This is an optimization exercise on Yosys and OpenROAD, whose aim is small area, a short achievable clock period and few clock cycles per item, not a production implementation. No functional check of the RTL was part of any run shown here. Power figures rest on the tool's default switching activity, not on a simulated workload.

## flow/design.v (module list and top-level ports; edited modules follow where they fit)
// module enose_accel: 3372 lines
// module enose_fa: 4 lines
// module enose_ha: 4 lines
module enose_accel (
    input  wire        s00_axi_aclk,
    input  wire        s00_axi_aresetn,
    input  wire [6:0]  s00_axi_awaddr,
    input  wire [2:0]  s00_axi_awprot,
    input  wire        s00_axi_awvalid,
    output reg         s00_axi_awready,
    input  wire [31:0] s00_axi_wdata,
    input  wire [3:0]  s00_axi_wstrb,
    input  wire        s00_axi_wvalid,
    output reg         s00_axi_wready,
    output wire [1:0]  s00_axi_bresp,
    output reg         s00_axi_bvalid,
    input  wire        s00_axi_bready,
    input  wire [6:0]  s00_axi_araddr,
    input  wire [2:0]  s00_axi_arprot,
    input  wire        s00_axi_arvalid,
    output reg         s00_axi_arready,
    output reg  [31:0] s00_axi_rdata,
    output wire [1:0]  s00_axi_rresp,
    output reg         s00_axi_rvalid,
    input  wire        s00_axi_rready,
    input  wire [31:0] s_axis_tdata,
    input  wire        s_axis_tvalid,
    output reg         s_axis_tready,
    input  wire        s_axis_tlast
);
  // ...
==> flow/run.sh <==
#!/bin/bash
# synth_recipe.tcl (not shown) runs the flow's synth.tcl, then flattens the netlist and writes it again
# the make line also repeats each setting of config.mk as NAME=value (left out here)
make -C /OpenROAD-flow-scripts/flow DESIGN_CONFIG=/design/flow/config.mk WORK_HOME=/design/flow/orfs CLKGATE_MAP_FILE= SYNTH_SCRIPT=/design/flow/synth_recipe.tcl finish
==> flow/config.mk <==
export PLATFORM = sky130hd
export DESIGN_NAME = enose_accel
export DESIGN_NICKNAME = enose_accel
export VERILOG_FILES = /design/flow/design.v
export SDC_FILE = /design/flow/constraint.sdc
export NUM_CORES = 4
export LEC_CHECK = 0
export CAP_MARGIN = 20
export CORE_MARGIN = 2
export CORE_UTILIZATION = 40
export PLACE_DENSITY = 0.6
export SLEW_MARGIN = 20
export SYNTH_HIERARCHICAL = 1
export SYNTH_MINIMUM_KEEP_SIZE = 0
==> flow/constraint.sdc <==
create_clock -name core_clock -period 10.0 [get_ports {s00_axi_aclk}]
set_input_delay 2.0000 -clock core_clock [delete_from_list [all_inputs] [get_ports {s00_axi_aclk}]]
set_output_delay 2.0000 -clock core_clock [all_outputs]
set_load 0.01 [all_outputs]
==> summary.md, run 1 <==
| Metric | Value |
|---|---|
| Critical setup path kind | flop to flop |
| Asr flop ratio synth | 0% |
| Largest area contributor in the netlist | fa_1 |
| NonClk Buf Share | 1.574% |
| DIE AREA | 0.2360 mm^2 |
| Max Cap Viol | 0 |
| Seq. cell area | 0.02932 mm^2 |
| Compound-cell area share of the yosys netlist | 11.04% |
| Maximum fanout along the worst path | 15 |
| Dominant class by area | multi-input combinational cells |
| Post-synthesis mux area share | 0.5526% |
| CP startpoint kind | flop |
| RSZ-0062 raised after global routing | no |
| DR WL met2 | 97,310 um |
| Combinational share of power | 55.2% |
| Cell Chain, Critical Path | nand2b_1 > fa_1 > fa_1 > inv_1 > fa_1 > nor2b_1 > o31ai_1 > a21oi_1 > a41oi_1 > xnor2_1 > or4_4 > o21ba_2 > ha_1 > ha_1 > nand3_1 > xor2_1 > nor2_1 |
| Placed Area | 0.09792 mm^2 |
| Register area share after synthesis | 31.58% |
| Layout Nets | 10,530 |
| Seq_cells | 1,166 |
| Clk tree area frac | 5.057% |
| Status | no timing/DRC/antenna violations |
| Global route hottest layer | met2 |
| Clock-net power | 5580 uW |
| Post-Syn Instances | 8,034 |
| Seq/total area | 28.43% |
| Clk slew on worst S/H paths | 0.06 ns |
| Post-synthesis xor/xnor area fraction | 5.340% |
| Dpl hpwl | 153,800 um |
| Seq cells post-synth | 1,166 |
| Worst hold path type | flop to flop |
| DRC violations left | 0 |
| WL final | 203,700 um |
| Final Power | 28,020 uW |
| Clock Skews | 0.06938 ns |
==> inputs of run 2 (changes only) <==
--- a/flow/config.mk
+++ b/flow/config.mk
@@ -9,6 +9,7 @@
 export CORE_MARGIN = 2
 export CORE_UTILIZATION = 40
 export PLACE_DENSITY = 0.6
+export SETUP_SLACK_MARGIN = 5
 export SLEW_MARGIN = 20
 export SYNTH_HIERARCHICAL = 1
 export SYNTH_MINIMUM_KEEP_SIZE = 0
==> run 2 against run 1 <==
  * Setup slack better by 0.32 ns
  * Clock power is 7.0% lower
  * Critical path depth unchanged
  * Non-clock buffer count fell by 1
  * Count of clock-buffer cells in the layout down 4
  * Area after synthesis stayed put
  * Fmax increased by 6.7%
  * Clock skew shrank 0.019 ns
  * Critical endpoint is now cnt1[5]
  * Register-to-register slack gained 0.32 ns
  * Critical path type unchanged
  * Still clean
==> summary.md, run 2 <==
| Metric | Value |
|---|---|
| Status | no timing/DRC/antenna violations |
| Post-synth EDFFs | 597 |
| Gpl congestion | 0.8757 |
| Place WS | 4.755 ns |
| Crit path DAT | 5.34 ns |
| Initial core utilization | 40.30% |
| Overflow after GRT | 0 |
| Dpl hpwl | 153,500 um (-0.18%) |
| Critical setup path kind | flop to flop |
| Most frequent cells in the layout | fa_1, ha_1, inv_1 |
| Final Hold Fails | 0 |
| Core Area | 0.2303 mm^2 |
| Avg Inst Size Synth | 11.56 um^2 |
| Post-Syn Instances | 8,034 (unchanged) |
| First-pass DRT Iterations | 5 |
| Worst setup margin | 5.206 ns |
| Post-synth top area share | 25.45% |
| Sequential power share | 25.1% |
| Worst Setup End Kind | flop |
| DRC violations left | 0 (unchanged) |
| Count leader, synth | fa_1 |
| Antenna violations before repair | 14 |
| DR WL met2 | 97,800 um (+0.50%) |
| Post-Syn Area | 0.09284 mm^2 |
| Maximum fanout along the worst path | 9 (-6) |
| Longest Clk Path Bufs | 3 |
| Die Height | 485.8 um |
| DR top layer | met4 |
| CTS tree | done |
| Clock Skews | 0.05065 ns (-0.01873 ns) |
| Share of cells above drive strength 1 | 4.545% |
| Final Max Slew Viols | 0 |
| Largest area contributor in the netlist | fa_1 |
| Clk slew on worst S/H paths | 0.06 ns (about the same) |
| Metal-1 WL | 93,140 um |
| Number of global-route vias before repair | 62,890 |
| Asr flop ratio synth | 0% (unchanged) |
| Synth top area cells | fa_1, edfxtp_1, ha_1 |
| Switching Fraction | 40.57% |
| Via count | 59,270 |
| CTS sink count | 1,166 |
| Total Neg Setup Slack | 0 ns |
| Vias per cell | 5.192 |
| Die Wd | 485.8 um |
| P_sw | 11,280 uW |
| H-tree levels | 4 |
| CP startpoint kind | flop |
| Top-level I/O count | 139 |
| Commonest non-fill, non-tap cell in the layout | fa_1 |
| # setup viols final | 0 |
| Num CTS Buffers | 140 |
| Pleak | 0.04285 uW |
| WL final | 204,900 um (+0.63%) |
| Max Cap Viol | 0 (unchanged) |
| Max Clk Rate | 208.6 MHz |
| Num rows | 176 |
| Layout Nets | 10,520 (-0.067%) |
| Final Power | 27,810 uW (-0.77%) |
| DIE AREA | 0.2360 mm^2 (unchanged) |
| Worst skew pair latency | 0.81 ns |
| 1st-iter DRT viols | 3,161 |
| # port buffers | 104 |
| Detail Route Antenna Nets | 0 |
| Wire per inst | 17.95 um |
| Period utilization | 47.94% |
| First-pass GRT wire length | 336,500 um |
| Root buf cell | clkbuf_16 |
| FF-to-FF setup slack | 5.21 ns |
| Synth unique cells | 84 |
| Internal power | 16,520 uW |
| Seq cells post-synth | 1,166 (unchanged) |
| Post-layout minimum cycle time | 4.794 ns |
| Worst vdd ir | 0.3753 mV |
| Yosys Warn Count | 7 |
| RSZ-0062 raised after global routing | yes |
| Slew margin rel. | 25.42% |
| Least-Margin Pin Slew | 1.119 ns |
| PwrDens | 270.3 mW/mm^2 |
| Total GRT Usage | 17.70% |
| Worst Path Required | 10.54 ns |
| Largest net degree at the start of global routing | 151 |
| Worst hold path type | flop to flop |
| FILL cells | 21,100 |
| Combinational share of power | 56.2% (+1.0 points) |
| Register area share after synthesis | 31.58% (unchanged) |
| Met3 routed wirelength | 8657 um |
| Top cells by instance count after synthesis | fa_1, ha_1, inv_1, edfxtp_1, dfxtp_1 |
| Clock power frac | 18.7% |
| Top FF cell, synth | edfxtp_1 |
| Area growth syn-to-layout | 10.80% |
-- run 2: cell counts after synthesis --
Identical to the previous run, type by type.
-- run 2: timing repair --
item                       4_1_cts  5_1_grt
setup buffers                    0        3
gates resized for setup          4       26
hold buffers                     0        0
pin swaps                        0        2
setup endpoints to repair       19       28
-- run 2: area by class of cell --
cell class / count / area (um^2) / share of cell area [%]
multi-input cells: 5892 / 60010 / 58.34
flip-flops and latches: 1166 / 29340 / 28.52
clock buffers: 194 / 3995 / 3.884
well taps: 3026 / 3786 / 3.681
inverters: 883 / 3317 / 3.225
repair buffers: 180 / 1627 / 1.581
clock inverters: 68 / 779.5 / 0.7578
diodes: 7 / 17.52 / 0.01703
-- run 2: power groups by stage --
stage	registers, uW	clock network, uW	logic, uW
2_1_floorplan	6900	0	11800
3_3_place_gp	7100	0	14900
3_5_place_dp	7090	0	15300
4_1_cts	7000	5340	15500
5_1_grt	7050	5520	17800
6_report	6990	5190	15600
-- run 2: kinds of logic (layout without fill, tap and decap cells) --
family	Yosys count	count (layout)	share of synthesized area, %
DFF	1166	1166	31.58
buffers and inverters	1003	1325	4.081
and+or+nand+nor	1539	1539	8.755
other	2	36	0.008090
muxes	51	51	0.5526
xor gates and xnor gates	566	566	5.340
adders and majority gates	2159	2159	38.64
AOI/OAI and AO/OA	1548	1548	11.04
-- run 2: per-stage QoR --
stage	instance area [um^2]	std cells	util, %	hold slack [ns]
2_1_floorplan	92990	8061	-	0.4003
3_3_place_gp	97900	11140	42.50	0.4028
3_5_place_dp	97910	11140	42.51	0.4052
4_1_cts	102700	11410	44.58	0.4206
5_1_grt	102900	11410	44.65	0.4391
6_report	102900	11420	44.66	0.4217
-- run 2: worst paths after layout --
kind,from,cells after the start,end
setup / recovery,vo1_sp,17,cnt1[5]
hold / removal,last2,0,last3
setup reg to reg,vo1_sp,17,cnt1[5]
hold reg to reg,last2,0,last3
-- run 2: per-layer routing --
metal / up-vias / global-route usage (%)
li1: 28210 / -
met4: 0 / 4.921
met3: 322 / 2.529
met2: 1137 / 29.50
met1: 29610 / 24.02
met5: - / 0
-- run 2: worst max-delay path, cell delays in order (launching register included) --
cell and delay [ns]:
dfxtp_4 0.38, clkbuf_4 0.19, nand2b_1 0.20, fa_1 0.53, fa_1 0.46, ha_4 0.34
nand3_1 0.10, o211ai_2 0.22, o21bai_1 0.13, xnor2_1 0.14, or3_2 0.41, or4_4 0.45
o21ba_4 0.25, ha_1 0.21, and3_1 0.21, nand3_1 0.10, xor2_1 0.19, nor2_1 0.07
-- run 2: per-module statistics from Yosys, one instance, submodules excluded --
module       copies in the design  area, um^2  flip-flops and latches  cells
enose_ha                      286       12.51                       0      1
enose_accel                     1       67020                    1166   6637
enose_fa                     1111       20.02                       0      1

what the ideal ports hide:
Ports are ideal in the flow. The routed layouts listed here were re-timed in OpenROAD. Step 1 (the two cells are an assumption about what drives the block):
set clk [get_ports {s00_axi_aclk}]
set_driving_cell -lib_cell sky130_fd_sc_hd__clkbuf_16 $clk
set_driving_cell -lib_cell sky130_fd_sc_hd__buf_2 [delete_from_list [all_inputs] $clk]
Step 2 adds t to the input delays and takes it off the output delays; t is the mean of the earliest and latest rising clock arrival at the registers after step 1. Input paths then give back, and output paths get back, about the clock's delay inside the block. a / b / c = ideal ports / drivers / drivers and shift; a / b = the first two.
run | t (ns) | slack for setup (ns) | slew at the worst register clock pin (ns)
run 1 | 0.897 | 4.884 / 4.884 / 4.884 | 0.06 / 0.06
run 2 | 0.885 | 5.206 / 5.206 / 4.875 | 0.07 / 0.07
After both steps setup and hold are still met in every run listed. The setup slack of run 2, which loses most, moves by 0.000 ns with the drivers and by -0.331 ns with both steps.
